What follows belongs to an exercise in optimizing a design on an open flow for a short achievable clock period and few clock cycles; a production flow would make more cautious choices. Only simulation tests tie the RTL to the original design; equivalence was not proved. Power and IR drop assume default switching activity.

==> flow/design.v <==
`timescale 1ns / 1ps
module RV32_CPU_top(
    input CLK100,
    input rst,
    output [9:0] LED,
    input [3:0] PB,
    output [15:2] imem_addr,
    input [31:0] imem_rdata,
    output [15:2] dmem_addr,
    input [31:0] dmem_rdata,
    output dmem_we,
    output [3:0] dmem_be,
    output [31:0] dmem_wdata
);
    wire clk = CLK100;
    reg reset, reset_sync_ff1;
    always_ff @(posedge clk) begin
        reset_sync_ff1 <= rst;
        reset <= reset_sync_ff1;
    end
    wire [31:2] memif_addr;
    wire [31:0] pc_if_out, iw_if_out;
    wire halt_pipeline;
    wire [31:0] i_rdata, d_rdata, d_wdata;
    wire d_we;
    wire [3:0] d_be;
    wire [31:2] d_addr;
    wire [31:2] io_addr;
    wire [31:0] io_rdata, io_wdata;
    wire [3:0] io_be;
    wire io_we;
    wire [31:0] rs1_data_reg_out, rs2_data_reg_out;
    wire [4:0] reg_rs1_id_out, reg_rs2_id_out;
    wire jump_enable;
    wire [31:0] jump_addr;
    wire [31:0] pc_id_out, iw_id_out;
    wire [31:0] rs1_data_id_out, rs2_data_id_out;
    wire [4:0] wb_reg_id_out;
    wire wb_enable_id_out;
    wire [1:0] wb_src_id_out;
    wire we_id_out;
    wire [31:0] pc_ex_out, iw_ex_out, alu_ex_out;
    wire [4:0] wb_reg_ex_out;
    wire wb_enable_ex_out, we_ex_out;
    wire [31:0] rs2_data_ex_out;
    wire [1:0] wb_src_ex_out;
    wire [31:0] pc_mem_out, iw_mem_out, alu_mem_out;
    wire [4:0] wb_reg_mem_out;
    wire wb_enable_mem_out;
    wire [1:0] wb_src_mem_out;
    wire [31:0] mem_rdata_mem_out, io_rdata_mem_out;
    wire [31:0] wb_reg_data_out;
    wire [4:0] wb_reg_wb_out;
    wire wb_enable_wb_out;
    wire df_ex_enable;
    wire [4:0] df_ex_reg;
    wire [31:0] df_ex_data;
    wire df_mem_enable;
    wire [4:0] df_mem_reg;
    wire [31:0] df_mem_data;
    wire df_wb_enable;
    wire [4:0] df_wb_reg;
    wire [31:0] df_wb_data;
    wire wb_from_mem_id_out;
    wire wb_from_mem_ex_out;
    wire wb_from_mem_mem_out;
    wire wb_from_mem_wb_out;
    wire we_mem_out;
    wire rs1_load_fwd_id_out, rs2_load_fwd_id_out;
    RV32_IF_top if_ (
        .clk(clk),
        .reset(reset),
        .jump_enable_in(jump_enable),
        .jump_addr_in(jump_addr),
        .halt_pipeline(halt_pipeline),
        .memif_addr(memif_addr),
        .memif_data(i_rdata),
        .pc_out(pc_if_out),
        .iw_out(iw_if_out)
    );
    assign imem_addr = memif_addr[15:2];
    assign i_rdata = imem_rdata;
    assign dmem_addr = d_addr[15:2];
    assign d_rdata = dmem_rdata;
    assign dmem_we = d_we;
    assign dmem_be = d_be;
    assign dmem_wdata = d_wdata;
    RV32_IO io (
        .clk(clk),
        .reset(reset),
        .io_addr(io_addr),
        .io_wdata(io_wdata),
        .io_we(io_we),
        .io_be(io_be),
        .io_rdata(io_rdata),
        .pushbuttons(PB),
        .leds(LED)
    );
    regs regs (
        .clk(clk),
        .reset(reset),
        .rs1_reg(reg_rs1_id_out),
        .rs2_reg(reg_rs2_id_out),
        .rs1_data(rs1_data_reg_out),
        .rs2_data(rs2_data_reg_out),
        .wb_enable(wb_enable_wb_out),
        .wb_reg(wb_reg_wb_out),
        .wb_data(wb_reg_data_out)
    );
    RV32_ID_top id (
        .clk(clk),
        .reset(reset),
        .pc_in(pc_if_out),
        .iw_in(iw_if_out),
        .regif_rs1_data(rs1_data_reg_out),
        .regif_rs2_data(rs2_data_reg_out),
        .regif_rs1_reg(reg_rs1_id_out),
        .regif_rs2_reg(reg_rs2_id_out),
        .reg_rs1_data_out(rs1_data_id_out),
        .reg_rs2_data_out(rs2_data_id_out),
        .pc_out(pc_id_out),
        .iw_out(iw_id_out),
        .wb_reg_out(wb_reg_id_out),
        .wb_enable_out(wb_enable_id_out),
        .wb_src_out(wb_src_id_out),
        .we_out(we_id_out),
        .halt_pipeline(halt_pipeline),
        .jump_enable_out(jump_enable),
        .jump_addr_out(jump_addr),
        .df_ex_enable(df_ex_enable),
        .df_ex_reg(df_ex_reg),
        .df_ex_data(df_ex_data),
        .df_mem_enable(df_mem_enable),
        .df_mem_reg(df_mem_reg),
        .df_mem_data(df_mem_data),
        .df_wb_enable(df_wb_enable),
        .df_wb_reg(df_wb_reg),
        .df_wb_data(df_wb_data),
        .df_wb_from_mem_ex(wb_from_mem_ex_out),
        .df_wb_from_mem_mem(wb_from_mem_mem_out),
        .wb_from_mem_out(wb_from_mem_id_out),
        .rs1_load_fwd_out(rs1_load_fwd_id_out),
        .rs2_load_fwd_out(rs2_load_fwd_id_out)
    );
    RV32_EX_top ex (
        .clk(clk),
        .reset(reset),
        .pc_in(pc_id_out),
        .iw_in(iw_id_out),
        .rs1_data_in(rs1_data_id_out),
        .rs2_data_in(rs2_data_id_out),
        .wb_reg_in(wb_reg_id_out),
        .wb_enable_in(wb_enable_id_out),
        .we_in(we_id_out),
        .wb_src_in(wb_src_id_out),
        .wb_src_out(wb_src_ex_out),
        .we_out(we_ex_out),
        .pc_out(pc_ex_out),
        .iw_out(iw_ex_out),
        .alu_out(alu_ex_out),
        .rs2_data_out(rs2_data_ex_out),
        .wb_reg_out(wb_reg_ex_out),
        .wb_enable_out(wb_enable_ex_out),
        .df_ex_enable(df_ex_enable),
        .wb_from_mem_out(wb_from_mem_ex_out),
        .df_ex_reg(df_ex_reg),
        .df_ex_data(df_ex_data),
        .df_wb_from_mem_wb(wb_from_mem_wb_out),
        .rs1_load_fwd_in(rs1_load_fwd_id_out),
        .rs2_load_fwd_in(rs2_load_fwd_id_out),
        .df_wb_reg(df_wb_reg),
        .df_wb_data(df_wb_data)
    );
    RV32_MEM_top mem (
        .clk(clk),
        .reset(reset),
        .pc_in(pc_ex_out),
        .iw_in(iw_ex_out),
        .alu_in(alu_ex_out),
        .rs2_data_in(rs2_data_ex_out),
        .wb_reg_in(wb_reg_ex_out),
        .wb_enable_in(wb_enable_ex_out),
        .we_in(we_ex_out),
        .pc_out(pc_mem_out),
        .iw_out(iw_mem_out),
        .alu_out(alu_mem_out),
        .wb_reg_out(wb_reg_mem_out),
        .wb_enable_out(wb_enable_mem_out),
        .wb_src_in(wb_src_ex_out),
        .wb_src_out(wb_src_mem_out),
        .we_out(we_mem_out),
        .memif_addr(d_addr),
        .memif_rdata(d_rdata),
        .memif_we(d_we),
        .memif_be(d_be),
        .memif_wdata(d_wdata),
        .io_addr(io_addr),
        .io_rdata(io_rdata),
        .io_we(io_we),
        .io_be(io_be),
        .io_wdata(io_wdata),
        .mem_rdata_out(mem_rdata_mem_out),
        .io_rdata_out(io_rdata_mem_out),
        .df_mem_enable(df_mem_enable),
        .df_mem_reg(df_mem_reg),
        .df_mem_data(df_mem_data),
        .wb_from_mem_out(wb_from_mem_mem_out)
    );
    RV32_WB_top wb (
        .clk(clk),
        .reset(reset),
        .pc_in(pc_mem_out),
        .iw_in(iw_mem_out),
        .alu_in(alu_mem_out),
        .mem_rdata_in(mem_rdata_mem_out),
        .io_rdata_in(io_rdata_mem_out),
        .wb_reg_in(wb_reg_mem_out),
        .wb_enable_in(wb_enable_mem_out),
        .wb_src_in(wb_src_mem_out),
        .regif_wb_enable(wb_enable_wb_out),
        .regif_wb_reg(wb_reg_wb_out),
        .regif_wb_data(wb_reg_data_out),
        .df_wb_enable(df_wb_enable),
        .df_wb_reg(df_wb_reg),
        .df_wb_data(df_wb_data),
        .wb_from_mem_out(wb_from_mem_wb_out)
    );
endmodule
`timescale 1ns / 1ps
module RV32_IF_top(
    input clk,
    input reset,
    input halt_pipeline,
    input jump_enable_in,
    input [31:0] jump_addr_in,
    output [31:2] memif_addr,
    input [31:0] memif_data,
    output reg [31:0] pc_out,
    output [31:0] iw_out
);
    reg [31:0] pc;
    parameter PC_RESET = 32'h00000000;
    always_ff @(posedge clk) begin
        if (reset) begin
            pc     <= PC_RESET;
            pc_out <= PC_RESET;
        end
        else if (!halt_pipeline) begin
            pc_out <= pc;
            if (jump_enable_in) begin
                pc <= jump_addr_in;   
            end
            else begin
                pc <= pc + 4;         
            end
        end
    end
    assign memif_addr = pc[31:2];
    assign iw_out = memif_data;
endmodule
`timescale 1ns / 1ps
module RV32_ID_top(
    input clk,
    input reset,
    input [31:0] pc_in,
    input [31:0] iw_in,
    output [4:0] regif_rs1_reg,
    output [4:0] regif_rs2_reg,
    input [31:0] regif_rs1_data,
    input [31:0] regif_rs2_data,
    input        df_ex_enable,
    input [4:0]  df_ex_reg,
    input [31:0] df_ex_data,
    input        df_mem_enable,
    input [4:0]  df_mem_reg,
    input [31:0] df_mem_data,
    input        df_wb_enable,
    input [4:0]  df_wb_reg,
    input [31:0] df_wb_data,
    input        df_wb_from_mem_ex,
    input        df_wb_from_mem_mem,
    output logic jump_enable_out,
    output logic [31:0] jump_addr_out,
    output reg [31:0] pc_out,
    output reg [31:0] iw_out,
    output reg [31:0] reg_rs1_data_out,
    output reg [31:0] reg_rs2_data_out,
    output reg [4:0] wb_reg_out,
    output reg [1:0] wb_src_out,
    output reg we_out,
    output reg wb_enable_out,
    output reg halt_pipeline,
    output logic wb_from_mem_out,
    output reg rs1_load_fwd_out,
    output reg rs2_load_fwd_out
);
    logic save_valid;
    logic [31:0] saved_pc, saved_iw;
    assign regif_rs1_reg = (save_valid) ? saved_iw[19:15] : iw_in[19:15];
    assign regif_rs2_reg = (save_valid) ? saved_iw[24:20] : iw_in[24:20];
    wire [6:0] opcode = (save_valid) ? saved_iw[6:0] : iw_in[6:0];
    wire [2:0] funct3 = (save_valid) ? saved_iw[14:12] : iw_in[14:12];
    wire [31:0] imm_jal = (save_valid) ? {{12{saved_iw[31]}}, saved_iw[19:12], saved_iw[20], saved_iw[30:21], 1'b0}
                                        :{{12{iw_in[31]}}, iw_in[19:12], iw_in[20], iw_in[30:21], 1'b0};
    wire [31:0] imm_branch = (save_valid) ? {{20{saved_iw[31]}}, saved_iw[7], saved_iw[30:25], saved_iw[11:8], 1'b0}
                                           : {{20{iw_in[31]}}, iw_in[7], iw_in[30:25], iw_in[11:8], 1'b0};
    wire [31:0] imm_jalr = (save_valid) ? {{20{saved_iw[31]}}, saved_iw[31:20]}
                                         : {{20{iw_in[31]}}, iw_in[31:20]};
    logic flush_next;
    logic [31:0] rs1_val, rs2_val;
    logic [1:0] wb_src_next;
    logic rs1_mem_load, rs2_mem_load;
    assign wb_from_mem_out = (opcode == 7'b0000011);  
    wire stall_ex = !flush_next && df_wb_from_mem_ex &&
        ((df_ex_reg == regif_rs1_reg && regif_rs1_reg != 0) ||
         (df_ex_reg == regif_rs2_reg && regif_rs2_reg != 0));
    wire stall_mem = !flush_next && df_wb_from_mem_mem &&
        (((opcode == 7'b1100011) &&
          ((df_mem_reg == regif_rs1_reg && regif_rs1_reg != 0) ||
           (df_mem_reg == regif_rs2_reg && regif_rs2_reg != 0))) ||
         ((opcode == 7'b1100111) &&
          (df_mem_reg == regif_rs1_reg && regif_rs1_reg != 0)));
    assign halt_pipeline = stall_ex || stall_mem;
    always_ff @(posedge clk) begin
        if (reset)
            flush_next <= 1;
        else
            flush_next <= jump_enable_out;
    end
    always_ff @(posedge clk) begin
        if (reset) begin
            save_valid <= 0;
            saved_pc <= 0;
            saved_iw <= 0;
        end else if ((stall_ex || stall_mem) && !save_valid) begin
            saved_pc <= pc_in;
            saved_iw <= iw_in;
            save_valid <= 1;
        end else if (!stall_ex && !stall_mem && save_valid) begin
            save_valid <= 0;
        end
    end
    always_comb begin
        if (regif_rs1_reg != 0) begin
            if (df_ex_enable && df_ex_reg == regif_rs1_reg)
                rs1_val = df_ex_data;
            else if (df_mem_enable && df_mem_reg == regif_rs1_reg &&
                     !(df_ex_enable && df_ex_reg == regif_rs1_reg))
                rs1_val = df_mem_data;
            else if (df_wb_enable && df_wb_reg == regif_rs1_reg &&
                     !(df_ex_enable && df_ex_reg == regif_rs1_reg) &&
                     !(df_mem_enable && df_mem_reg == regif_rs1_reg))
                rs1_val = df_wb_data;
            else
                rs1_val = regif_rs1_data;
        end else rs1_val = 0;
        if (regif_rs2_reg != 0) begin
            if (df_ex_enable && df_ex_reg == regif_rs2_reg)
                rs2_val = df_ex_data;
            else if (df_mem_enable && df_mem_reg == regif_rs2_reg &&
                     !(df_ex_enable && df_ex_reg == regif_rs2_reg))
                rs2_val = df_mem_data;
            else if (df_wb_enable && df_wb_reg == regif_rs2_reg &&
                     !(df_ex_enable && df_ex_reg == regif_rs2_reg) &&
                     !(df_mem_enable && df_mem_reg == regif_rs2_reg))
                rs2_val = df_wb_data;
            else
                rs2_val = regif_rs2_data;
        end else rs2_val = 0;
        rs1_mem_load = (regif_rs1_reg != 0) && df_wb_from_mem_mem &&
                       df_mem_enable && df_mem_reg == regif_rs1_reg &&
                       !(df_ex_enable && df_ex_reg == regif_rs1_reg);
        rs2_mem_load = (regif_rs2_reg != 0) && df_wb_from_mem_mem &&
                       df_mem_enable && df_mem_reg == regif_rs2_reg &&
                       !(df_ex_enable && df_ex_reg == regif_rs2_reg);
        jump_enable_out = 0;
        jump_addr_out = 0;
        if (!flush_next && !halt_pipeline) begin
            case (opcode)
                7'b1101111: begin
                    jump_enable_out = 1;
                    jump_addr_out = pc_in + imm_jal;
                end
                7'b1100111: begin
                    jump_enable_out = 1;
                    jump_addr_out = (rs1_val + imm_jalr) & ~32'b1;
                end
                7'b1100011: begin
                    case (funct3)
                        3'b000: if (rs1_val == rs2_val) jump_enable_out = 1;
                        3'b001: if (rs1_val != rs2_val) jump_enable_out = 1;
                        3'b100: if ($signed(rs1_val) < $signed(rs2_val)) jump_enable_out = 1;
                        3'b101: if ($signed(rs1_val) >= $signed(rs2_val)) jump_enable_out = 1;
                        3'b110: if (rs1_val < rs2_val) jump_enable_out = 1;
                        3'b111: if (rs1_val >= rs2_val) jump_enable_out = 1;
                    endcase
                    if (jump_enable_out)
                        jump_addr_out = pc_in + imm_branch;
                end
            endcase
        end
        wb_src_next = 2'b00;
        if (opcode == 7'b0000011)
            wb_src_next = 2'b01;
    end
    always_ff @(posedge clk) begin
        if (reset) begin
            pc_out <= 0;
            iw_out <= 0;
            reg_rs1_data_out <= 0;
            reg_rs2_data_out <= 0;
            wb_reg_out <= 0;
            we_out <= 0;
            wb_src_out <= 0;
            wb_enable_out <= 0;
            rs1_load_fwd_out <= 0;
            rs2_load_fwd_out <= 0;
        end else if (stall_ex || stall_mem) begin
            iw_out <= 32'h00000013;
            pc_out <= 0;
            reg_rs1_data_out <= 0;
            reg_rs2_data_out <= 0;
            wb_reg_out <= 0;
            we_out <= 0;
            wb_enable_out <= 0;
            wb_src_out <= 2'b00;
            rs1_load_fwd_out <= 0;
            rs2_load_fwd_out <= 0;
        end else if (save_valid && !stall_ex && !stall_mem) begin
            iw_out <= saved_iw;
            pc_out <= saved_pc;
            reg_rs1_data_out <= rs1_val;
            reg_rs2_data_out <= rs2_val;
            wb_reg_out <= saved_iw[11:7];
            we_out <= (saved_iw[6:0] == 7'b0100011);
            wb_src_out <= wb_src_next;
            rs1_load_fwd_out <= rs1_mem_load;
            rs2_load_fwd_out <= rs2_mem_load;
            wb_enable_out <= (saved_iw[6:0] == 7'b0000011 ||
                              saved_iw[6:0] == 7'b0010011 ||
                              saved_iw[6:0] == 7'b0010111 ||
                              saved_iw[6:0] == 7'b0110011 ||
                              saved_iw[6:0] == 7'b0110111 ||
                              saved_iw[6:0] == 7'b1100111 ||
                              saved_iw[6:0] == 7'b1101111);
        end else if (flush_next) begin
            iw_out <= 32'h00000013;
            reg_rs1_data_out <= 0;
            reg_rs2_data_out <= 0;
            wb_reg_out <= 0;
            wb_enable_out <= 0;
            wb_src_out <= 2'b00;
            we_out <= 0;
            rs1_load_fwd_out <= 0;
            rs2_load_fwd_out <= 0;
        end else begin
            iw_out <= iw_in;
            pc_out <= pc_in;
            reg_rs1_data_out <= rs1_val;
            reg_rs2_data_out <= rs2_val;
            wb_reg_out <= iw_in[11:7];
            we_out <= (opcode == 7'b0100011);
            wb_src_out <= wb_src_next;
            rs1_load_fwd_out <= rs1_mem_load;
            rs2_load_fwd_out <= rs2_mem_load;
            wb_enable_out <= (opcode == 7'b0000011 ||
                              opcode == 7'b0010011 ||
                              opcode == 7'b0010111 ||
                              opcode == 7'b0110011 ||
                              opcode == 7'b0110111 ||
                              opcode == 7'b1100111 ||
                              opcode == 7'b1101111);
        end
    end
endmodule
`timescale 1ns / 1ps
module RV32_EX_top(
    input logic clk,
    input logic reset,
    input logic [31:0] pc_in,
    input logic [31:0] iw_in,
    input logic [31:0] rs1_data_in,
    input logic [31:0] rs2_data_in,
    input logic [4:0] wb_reg_in,
    input logic wb_enable_in,
    input logic we_in,
    input [1:0] wb_src_in,
    input logic df_wb_from_mem_wb,
    input logic [4:0] df_wb_reg,
    input logic [31:0] df_wb_data,
    input logic rs1_load_fwd_in,
    input logic rs2_load_fwd_in,
    output reg [31:0] pc_out,
    output reg [31:0] iw_out,
    output reg [31:0] alu_out,
    output reg [4:0] wb_reg_out,
    output reg wb_enable_out,
    output reg we_out,
    output reg [1:0] wb_src_out,
    output logic [31:0] rs2_data_out,
    output logic wb_from_mem_out,
    output logic df_ex_enable,
    output logic [4:0] df_ex_reg,
    output logic [31:0] df_ex_data
);
    logic [31:0] rs1_val, rs2_val;
    always_comb begin
        rs1_val = rs1_data_in;
        rs2_val = rs2_data_in;
        if (df_wb_from_mem_wb && df_wb_reg != 0) begin
            if (rs1_load_fwd_in && df_wb_reg == iw_in[19:15])   
                rs1_val = df_wb_data;
            if (rs2_load_fwd_in && df_wb_reg == iw_in[24:20])   
                rs2_val = df_wb_data;
        end
    end
    logic[31:0] alu_result;
    ALU alu(
        .iw_in(iw_in),
        .pc_in(pc_in),
        .rs1_data_in(rs1_val),
        .rs2_data_in(rs2_val),
        .alu_out(alu_result)
    );
    always_ff @(posedge clk) begin
        if (reset) begin
            pc_out <= 32'b0;
            iw_out <= 32'b0;
            alu_out <= 32'b0;
            we_out <= 1'b0;
            rs2_data_out <= 32'b0;
            wb_reg_out <= 5'b0;
            wb_enable_out <= 1'b0;
            wb_src_out <= 2'b00;
        end else begin  
            pc_out <= pc_in;
            iw_out <= iw_in;
            we_out <= we_in;
            alu_out <= alu_result;
            rs2_data_out <= rs2_val;
            wb_reg_out <= wb_reg_in;
            wb_enable_out <= wb_enable_in;
            wb_src_out <= wb_src_in;
        end
    end
    assign df_ex_enable = wb_enable_in;
    assign df_ex_reg = wb_reg_in;
    assign df_ex_data = alu_result;
    assign wb_from_mem_out = (wb_src_in == 2'b01 || wb_src_in == 2'b10);
endmodule
`timescale 1ns / 1ps
module ALU(
    input logic [31:0] iw_in,         
    input logic [31:0] pc_in,         
    input logic [31:0] rs1_data_in,   
    input logic [31:0] rs2_data_in,   
    output logic [31:0] alu_out       
);
    logic [6:0] opcode;      
    logic [2:0] funct3;      
    logic [6:0] funct7;      
    logic [31:0] imm;        
    logic [4:0] shamt;       
    logic [31:0] imm_s;      
    logic [31:0] imm_j;      
    always_comb begin
        opcode = iw_in[6:0];
        funct3 = iw_in[14:12];
        funct7 = iw_in[31:25];
        imm = iw_in[31:20];   
        shamt = iw_in[24:20];   
        imm = {{20{iw_in[31]}}, iw_in[31:20]};
        imm_j = {{11{iw_in[31]}}, iw_in[19:12], iw_in[20], iw_in[30:21]};
        imm_s = {{20{iw_in[31]}}, iw_in[31:25], iw_in[11:7]};
    end
    always_comb begin
        alu_out = 32'b0;
        case (opcode)
            7'b0110011: begin   
                case (funct3)
                    3'b000: begin
                        if (funct7 == 7'b0000000) begin   
                            alu_out = rs1_data_in + rs2_data_in;
                        end else if (funct7 == 7'b0100000) begin   
                            alu_out = rs1_data_in - rs2_data_in;
                        end
                    end
                    3'b001: begin   
                        alu_out = rs1_data_in << rs2_data_in[4:0];
                    end
                    3'b010: begin   
                        alu_out = $signed(rs1_data_in) < $signed(rs2_data_in) ? 1 : 0;
                    end
                    3'b011: begin   
                        alu_out = $unsigned(rs1_data_in) < $unsigned(rs2_data_in) ? 1 : 0;
                    end
                    3'b100: begin   
                        alu_out = rs1_data_in ^ rs2_data_in;
                    end
                    3'b101: begin
                        if (funct7 == 7'b0000000) begin   
                            alu_out = rs1_data_in >> rs2_data_in[4:0];
                        end else if (funct7 == 7'b0100000) begin   
                            alu_out = $signed(rs1_data_in) >>> rs2_data_in[4:0];
                        end
                    end
                    3'b110: begin   
                        alu_out = rs1_data_in | rs2_data_in;
                    end
                    3'b111: begin   
                        alu_out = rs1_data_in & rs2_data_in;
                    end
                endcase
            end
            7'b0010011: begin   
                case (funct3)
                    3'b000: begin   
                        alu_out = rs1_data_in + $signed(imm);
                    end
                    3'b001: begin   
                        alu_out = rs1_data_in << shamt;
                    end
                    3'b010: begin   
                        alu_out = $signed(rs1_data_in) < $signed(imm) ? 1 : 0;
                    end
                    3'b011: begin   
                        alu_out = $unsigned(rs1_data_in) < $unsigned(imm) ? 1 : 0;
                    end
                    3'b100: begin   
                        alu_out = rs1_data_in ^ $signed(imm);
                    end
                    3'b110: begin   
                        alu_out = rs1_data_in | $signed(imm);
                    end
                    3'b111: begin   
                        alu_out = rs1_data_in & $signed(imm);
                    end
                    3'b101: begin
                        if (funct7 == 7'b0100000) begin   
                            alu_out = $signed(rs1_data_in) >>> shamt;
                        end else begin   
                            alu_out = rs1_data_in >> shamt;
                        end
                    end
                endcase
            end
            7'b0000011: begin   
                case (funct3)
                    3'b000: begin   
                        alu_out = $signed(rs1_data_in + $signed(imm));   
                    end
                    3'b001: begin   
                        alu_out = $signed(rs1_data_in + $signed(imm));   
                    end
                    3'b010: begin   
                        alu_out = rs1_data_in + $signed(imm);   
                    end
                    3'b100: begin   
                        alu_out = {24'b0, rs1_data_in + $unsigned(imm)};   
                    end
                    3'b101: begin   
                        alu_out = {16'b0, rs1_data_in + $unsigned(imm)};   
                    end
                endcase
            end
            7'b0100011: begin   
                case (funct3)
                    3'b000: begin   
                        alu_out = rs1_data_in + $signed(imm_s);   
                    end
                    3'b001: begin   
                        alu_out = rs1_data_in + $signed(imm_s);   
                    end
                    3'b010: begin   
                        alu_out = rs1_data_in + $signed(imm_s);   
                    end
                endcase
            end
            7'b1101111: begin   
                alu_out = pc_in + 4;
            end
            7'b1100111: begin   
                alu_out = pc_in + 4;
            end
            7'b0110111: begin   
                alu_out = {iw_in[31:12], 12'b0};   
            end
            7'b0010111: begin   
                alu_out = pc_in + {iw_in[31:12], 12'b0};   
            end
            default: begin
                alu_out = 32'b0;   
            end
        endcase
    end    
endmodule
`timescale 1ns / 1ps
module RV32_MEM_top(
    input clk,
    input reset,
    input [31:0] pc_in,
    input logic [31:0] iw_in,
    input [31:0] alu_in,
    input [4:0] wb_reg_in,
    input  we_in,
    input wb_enable_in,
    input [31:0] rs2_data_in,
    output logic [31:2] memif_addr,
    input [31:0] memif_rdata,
    output logic memif_we,
    input  [1:0] wb_src_in,
    output reg [1:0] wb_src_out,
    output reg we_out,
    output logic [3:0] memif_be,
    output logic [31:0] memif_wdata,
    output logic [31:2] io_addr,
    input [31:0] io_rdata,
    output logic io_we,
    output logic [3:0] io_be,
    output logic [31:0] io_wdata,
    output reg [31:0] pc_out,
    output reg [31:0] iw_out,
    output reg [31:0] alu_out,
    output reg [4:0] wb_reg_out,
    output reg wb_enable_out,
    output logic [31:0] mem_rdata_out,
    output logic [31:0] io_rdata_out,
    output logic df_mem_enable,
    output logic [4:0] df_mem_reg,
    output logic [31:0] df_mem_data,
    output logic wb_from_mem_out
);
    always_ff @(posedge clk) begin
        if (reset) begin
            pc_out <= 0;
            iw_out <= 0;
            alu_out <= 0;
            we_out <= 0;
            wb_reg_out <= 0;
            wb_enable_out <= 0;
            wb_src_out <= 0;
        end else begin
            pc_out <= pc_in;
            iw_out <= iw_in;
            alu_out <= alu_in;
            we_out <= we_in;
            wb_reg_out <= wb_reg_in;
            wb_enable_out <= wb_enable_in;
            if (wb_src_in == 2'b01) begin  
                if (alu_in[31] == 1'b1)
                    wb_src_out <= 2'b10;  
                else
                    wb_src_out <= 2'b01;  
            end else begin
                wb_src_out <= wb_src_in;
            end
        end
    end
    assign df_mem_enable = wb_enable_in;
    assign df_mem_reg = wb_reg_in;
    assign df_mem_data = alu_in;
    logic is_store;
    assign is_store = (iw_in[6:0] == 7'b0100011);   
    logic [3:0] store_be;
    always_comb begin
        case (iw_in[14:12])
            3'b000: store_be = 4'b0001 << alu_in[1:0];               
            3'b001: store_be = (alu_in[1]) ? 4'b1100 : 4'b0011;      
            3'b010: store_be = 4'b1111;                              
            default: store_be = 4'b0000;
        endcase
    end
    logic [31:0] shifted_wdata;
    always_comb begin
        case (iw_in[14:12])
            3'b000: shifted_wdata = rs2_data_in[7:0] << (8 * alu_in[1:0]);
            3'b001: shifted_wdata = rs2_data_in[15:0] << (8 * {alu_in[1], 1'b0});
            3'b010: shifted_wdata = rs2_data_in;
            default: shifted_wdata = 32'b0;
        endcase
    end
    always_comb begin
        memif_addr = alu_in[31:2];
        io_addr    = alu_in[31:2];
        memif_wdata = shifted_wdata;
        io_wdata    = shifted_wdata;
        memif_we = 0;
        io_we    = 0;
        memif_be = 4'b0000;
        io_be    = 4'b0000;
        if (is_store && we_in) begin
            if (alu_in[31] == 0) begin
                memif_we = 1;
                memif_be = store_be;
            end else begin
                io_we = 1;
                io_be = store_be;
            end
        end
    end
    assign mem_rdata_out = memif_rdata;
    assign io_rdata_out  = io_rdata;
    assign wb_from_mem_out = (wb_src_in == 2'b01 || wb_src_in == 2'b10);
endmodule
`timescale 1ns / 1ps
module RV32_WB_top(
    input clk,
    input reset,
    input [31:0] pc_in,
    input [31:0] iw_in,
    input [31:0] alu_in,
    input [31:0] mem_rdata_in,      
    input [31:0] io_rdata_in,       
    input [4:0] wb_reg_in,
    input wb_enable_in,
    input [1:0] wb_src_in,
    output logic [4:0] regif_wb_reg,
    output logic regif_wb_enable,
    output logic [31:0] regif_wb_data,
    output logic df_wb_enable,
    output logic [4:0] df_wb_reg,
    output logic [31:0] df_wb_data,
    output logic wb_from_mem_out
);
    logic [31:0] load_data;
    logic [31:0] rdata;
    always_comb begin
        case (wb_src_in)
            2'b01: rdata = mem_rdata_in;
            2'b10: rdata = io_rdata_in;
            default: rdata = alu_in;   
        endcase
        if (iw_in[6:0] == 7'b0000011) begin   
            case (iw_in[14:12])
                3'b000: begin   
                    case (alu_in[1:0])
                        2'b00: load_data = {{24{rdata[7]}},  rdata[7:0]};
                        2'b01: load_data = {{24{rdata[15]}}, rdata[15:8]};
                        2'b10: load_data = {{24{rdata[23]}}, rdata[23:16]};
                        2'b11: load_data = {{24{rdata[31]}}, rdata[31:24]};
                    endcase
                end
                3'b001: begin   
                    case (alu_in[1])
                        1'b0: load_data = {{16{rdata[15]}}, rdata[15:0]};
                        1'b1: load_data = {{16{rdata[31]}}, rdata[31:16]};
                    endcase
                end
                3'b010: load_data = rdata;  
                3'b100: begin   
                    case (alu_in[1:0])
                        2'b00: load_data = {24'b0, rdata[7:0]};
                        2'b01: load_data = {24'b0, rdata[15:8]};
                        2'b10: load_data = {24'b0, rdata[23:16]};
                        2'b11: load_data = {24'b0, rdata[31:24]};
                    endcase
                end
                3'b101: begin   
                    case (alu_in[1])
                        1'b0: load_data = {16'b0, rdata[15:0]};
                        1'b1: load_data = {16'b0, rdata[31:16]};
                    endcase
                end
                default: load_data = 32'b0;
            endcase
        end else begin
            load_data = rdata;   
        end
    end
    assign regif_wb_enable = wb_enable_in;
    assign regif_wb_reg    = wb_reg_in;
    assign regif_wb_data   = load_data;
    assign df_wb_enable = wb_enable_in;
    assign df_wb_reg    = wb_reg_in;
    assign df_wb_data   = load_data;
    assign wb_from_mem_out = (wb_src_in == 2'b01 || wb_src_in == 2'b10);
endmodule
`timescale 1ns / 1ps
module RV32_IO(
    input clk,
    input reset,
    input [31:2] io_addr,
    input [31:0] io_wdata,
    input io_we,
    input [3:0] io_be,
    output logic [31:0] io_rdata,
    input [3:0] pushbuttons,
    output reg [9:0] leds
);
    localparam ADDR_LED  = 2'b01;   
    localparam ADDR_PB   = 2'b00;   
    always_ff @(posedge clk) begin
        if (reset) begin
            leds <= 10'b0;
            io_rdata <= 32'b0;
        end else begin
            if (io_we) begin
                case (io_addr[3:2])
                    ADDR_LED: begin
                        if (io_be[0]) leds[7:0]   <= io_wdata[7:0];
                        if (io_be[1]) leds[9:8]   <= io_wdata[9:8];
                    end
                endcase
            end
            case (io_addr[3:2])
                ADDR_PB: io_rdata <= {28'b0, pushbuttons};
                default: io_rdata <= 32'b0;
            endcase
        end
    end
endmodule
`timescale 1ns / 1ps
module regs(
    input clk,              
    input reset,           
    input [4:0] rs1_reg,    
    input [4:0] rs2_reg,    
    input wb_enable,        
    input [4:0] wb_reg,     
    input [31:0] wb_data,   
    output [31:0] rs1_data, 
    output [31:0] rs2_data  
);
    logic [31:0] registers [31:0];
    always_ff @(posedge clk) begin
        if (reset) begin
            for (int i = 0; i < 32; i = i + 1) begin
                registers[i] <= 32'b0;
            end
        end
        else if (wb_enable && wb_reg != 5'b00000) begin
            registers[wb_reg] <= wb_data;   
        end
    end
    assign rs1_data = (rs1_reg == 5'b00000) ? 32'b0 : registers[rs1_reg];
    assign rs2_data = (rs2_reg == 5'b00000) ? 32'b0 : registers[rs2_reg];
endmodule
==> flow/run.sh <==
#!/bin/bash
# synth_recipe.tcl (not shown) runs the flow's synth.tcl, then flattens the netlist and writes it again
# the make line also repeats each setting of config.mk as NAME=value (left out here)
make -C /OpenROAD-flow-scripts/flow DESIGN_CONFIG=/design/flow/config.mk WORK_HOME=/design/flow/orfs CLKGATE_MAP_FILE= SYNTH_SCRIPT=/design/flow/synth_recipe.tcl finish
==> flow/config.mk <==
export PLATFORM = sky130hd
export DESIGN_NAME = RV32_CPU_top
export DESIGN_NICKNAME = RV32_CPU_top
export VERILOG_FILES = /design/flow/design.v
export SDC_FILE = /design/flow/constraint.sdc
export NUM_CORES = 4
export LEC_CHECK = 0
export CAP_MARGIN = 20
export CORE_MARGIN = 2
export CORE_UTILIZATION = 40
export SLEW_MARGIN = 20
==> flow/constraint.sdc <==
create_clock -name core_clock -period 15.0 [get_ports {CLK100}]
set_input_delay 3.0000 -clock core_clock [delete_from_list [all_inputs] [get_ports {CLK100}]]
set_output_delay 3.0000 -clock core_clock [all_outputs]
set_load 0.01 [all_outputs]
==> flow_summary_export.csv <==
group,metric,value,unit
clocking,path_clk_slew,0.06,ns
placement,io_buffers,144,
sta,timing.fmax,74.4,MHz
floorplan,initial_core_util,40.2,%
global_routing,grtUsageTotal,38.8,%
worst_setup_path,cpPeakStageDelay,0.73,ns
power,powerDensity,98.4,nW/µm²
global_routing,first_global_vias,94100,
global_routing,grt-ovfl-total,0,
placement,routabilityCongestion,1.07,
cells_and_area,nets,12300,
logic_synthesis,synth_edf_count,1024,
worst_setup_path,r2r_cells,37,
global_routing,use_met2,59.5,%
logic_synthesis,synth_top_area_cell,"edfxtp_1",
sta,final.setup.tns,0,ns
sta,rsz0062_at_grt,"false",
detailed_routing,vias_per_cell,6.60,
global_routing,grt_use_met1,47.6,%
cells_and_area,drive_gt1_share,7.46,%
cells_and_area,final_common_cell,"nand2_1",
global_routing,use_met3,8.96,%
detailed_routing,vias,101000,
logic_synthesis,syn_avg_cell_area,7.91,µm²
flow_run,max_cap_violations,0,
worst_setup_path,critical_path.most_common_cell,"a21oi_1",
cells_and_area,area_growth,10.7,%
placement,dp_hpwl,335000,µm
worst_setup_path,path_class,"in2reg",
global_routing,grt_max_degree,144,
clocking,cts_resized,0,
power,ir_drop,0.108,mV
worst_setup_path,critPathLaunchType,"input pin",
sta,slew_viol_final,0,
sta,setup_viol,0,
detailed_routing,wl,501000,µm
floorplan,die_y,498,µm
logic_synthesis,ys_seq_elements,1435,
logic_synthesis,yosysTopAreaCellShare,31.5,%
clocking,cts_setup_buffers,0,
logic_synthesis,yosysWarnings,10,
clocking,cts_tree,"done",
clocking,htreeDepth,4,
floorplan,ioPinCount,145,
clocking,clock_path_buffers,3,
detailed_routing,antenna_left,0,
clocking,clkSinkCount,1435,
floorplan,die_w,498,µm
clocking,holdBufCountCts,0,
worst_setup_path,crit_slowest_cell,"a221oi_1",
clocking,cts_buffers,165,
detailed_routing,drcViolationCount,0,
worst_setup_path,r2r_slack,2.58,ns
clocking,root_buffer,"clkbuf_16",
logic_synthesis,synth_area_leaders,"edfxtp_1 32%, nand2_1 10%, dfxtp_1 8.4%, nor2_1 6.5%, nand3_1 5.7%",
logic_synthesis,synth_ff_type,"edfxtp_1",
logic_synthesis,netlist_area,97600,µm²
sta,period_share,89.6,%
floorplan,core,243000,µm²
detailed_routing,dr.pass1.iters,10,
placement,dp.cells,15000,
worst_setup_path,worstPathMaxFanout,23,
clocking,clk-insertion-delay-late,0.88,ns
logic_synthesis,synthArstFlopShare,0,%
worst_setup_path,required,15.69,ns
sta,hold_viol_final,0,
outcome,status,"finished clean",
detailed_routing,drt-initial-drc-count,15700,
floorplan,fp-row-count,181,
global_routing,grt_pass1_wl,703000,µm
sta,finClkSkew,0.0718,ns
floorplan,dieArea,248000,µm²
worst_setup_path,crit_arrival,14.13,ns
hold_path,whs_endpoint,"reset",
worst_setup_path,crit_path_end_kind,"register",
hold_path,hold_path.class,"reg2reg",
cells_and_area,mostFrequentLayoutCells,"2618 x nand2_1, 1672 x nor2_1, 1105 x nand3_1, 1024 x edfxtp_1, 645 x a21oi_1",
sta,tightestPinTransition,1.37,ns
hold_path,hold_start,"reset_sync_ff1",
logic_synthesis,ys_seq_area_share,39.9,%
cells_and_area,n_fill_cell,23800,
power,p_leak,39.9,nW
worst_setup_path,rr_endpoint,"if_.pc[23]",
logic_synthesis,synthDistinctLibCells,114,
sta,period_needed,13.44,ns
cells_and_area,stdcell_count,15300,
detailed_routing,wire_per_inst,32.8,µm
global_routing,antenna_found_initial,29,
sta,maxSlewHeadroom,8.61,%
worst_setup_path,rr_startpoint,"mem.wb_src_out[0]",
hold_path,min_path_cells,0,
global_routing,busiest_layer,"met2",
logic_synthesis,synthCells,12300,
[power breakdown]
part	switching, mW	internal, mW	total [mW]
registers	0.102	4.36	4.46
clock network	1.81	2.33	4.14
logic	1.47	0.568	2.04
[worst max path at each step]
stage                   from         end  cells after the start
2_1_floorplan  dmem_rdata[0]  if_.pc[31]                     44
3_3_place_gp   dmem_rdata[0]  if_.pc[21]                     40
3_5_place_dp   dmem_rdata[0]  if_.pc[23]                     40
4_1_cts        dmem_rdata[0]  if_.pc[23]                     40
5_1_grt        dmem_rdata[0]  if_.pc[23]                     39
6_report       dmem_rdata[0]  if_.pc[23]                     35
[routing by layer]
layer	up-vias	share of wire [%]	wire, µm
met5	-	0.025	123
met4	18	9.0	45200
met3	1810	12	57700
met2	7482	43	218000
met1	48600	36	180000
li1	42900	-	-
[through the flow]
| stage | total power, mW | hold slack, ns | setup WS, ns | area [µm²] | util [%] |
|---|---|---|---|---|---|
| after floorplan | 5.63 | 0.310 | 2.89 | 97700 | - |
| after global placement | 6.46 | 0.310 | 0.871 | 103000 | 42.2 |
| after detailed placement | 6.47 | 0.322 | 1.15 | 103000 | 42.2 |
| after CTS | 10.5 | 0.332 | 1.98 | 108000 | 44.4 |
| after global routing | 10.9 | 0.338 | 1.10 | 108000 | 44.5 |
| final | 10.6 | 0.327 | 1.56 | 108000 | 44.5 |
[kinds of logic (layout without fill, tap and decap cells)]
family          after synthesis  after routing  share of synthesized area [%]
simple gates               6191           6191                           27.2
fa+ha+maj                   338            338                           4.39
compound gates             2528           2528                           17.4
buf+inv                    1313           1012                           5.25
other cells                   1             44                        0.00384
mux                         325            325                           3.95
flops                      1435           1435                           39.9
xor+xnor                    209            209                           1.88
[cell type report]
type                       count  area, µm²  area share, %
tap                         3202       4010           3.71
clock inverter                86       1020          0.944
sequential                  1435      39000           36.1
multi-input combinational   9623      54400           50.3
timing repair buffer         505       4420           4.09
clock buffer                 210       4390           4.06
antenna                       12       30.0         0.0278
inverter                     211        831          0.769
[sequential cells by signal (all words and copies together), names as in the netlist, 32 cells and up]
signal               flops
id.reg_rs2_data_out     32
id.pc_out               32
if_.pc_out              32
regs.registers        1024
id.saved_iw             32
id.saved_pc             32
ex.rs2_data_out         32
if_.pc                  32
mem.alu_out             32
ex.alu_out              32
id.reg_rs1_data_out     32
[cells in the mapped netlist, types with 92 or more instances]
master    number
mux2i_1      236
xnor2_1      163
nor2_1      1688
a311oi_1     317
and3_1       194
o21ai_0      487
a21oi_1      663
edfxtp_1    1024
dfxtp_1      411
inv_1        199
buf_1        142
nand2_1     2681
a31oi_1      145
clkbuf_1     887
nor2b_1       94
nand3_1     1106
a21o_1       103
and2_1        92
ha_1         330
[critical path: cells and delay by family]
family	cells	cell delay [ns]
buffers and inverters	4	1.44
adder cells (fa/ha/maj)	2	0.57
AND/OR/NAND/NOR	5	1.41
AO/OA/AOI/OAI	23	7.35
multiplexers	1	0.33
Testbench counts, summed over its fixed seeds: cycles 194,437.

==> afterwards: timing with drivers on the ports <==
The flow's constraints put no driver on any port. The routed layout listed below was extracted and timed again, unchanged, in two steps. Step 1: set_driving_cell puts a clkbuf_16 on CLK100 and a buf_2 on each other input, an assumption about the parent block. Step 2 also shifts input and output timing later by t, the mid clock arrival at the registers, as if the neighbouring blocks saw the same clock. Three values: ideal, step 1, step 2; two values: the first two.
t, ns: 0.936
setup slack, ns: 1.561 / 1.590 / 0.654
clock arrival spread, ns: 0.075 / 0.076
pins driven straight from the clock port: 1
After both steps this run still meets setup and hold. The setup slack of this run moves by +0.029 ns with the drivers and by -0.907 ns with both steps.
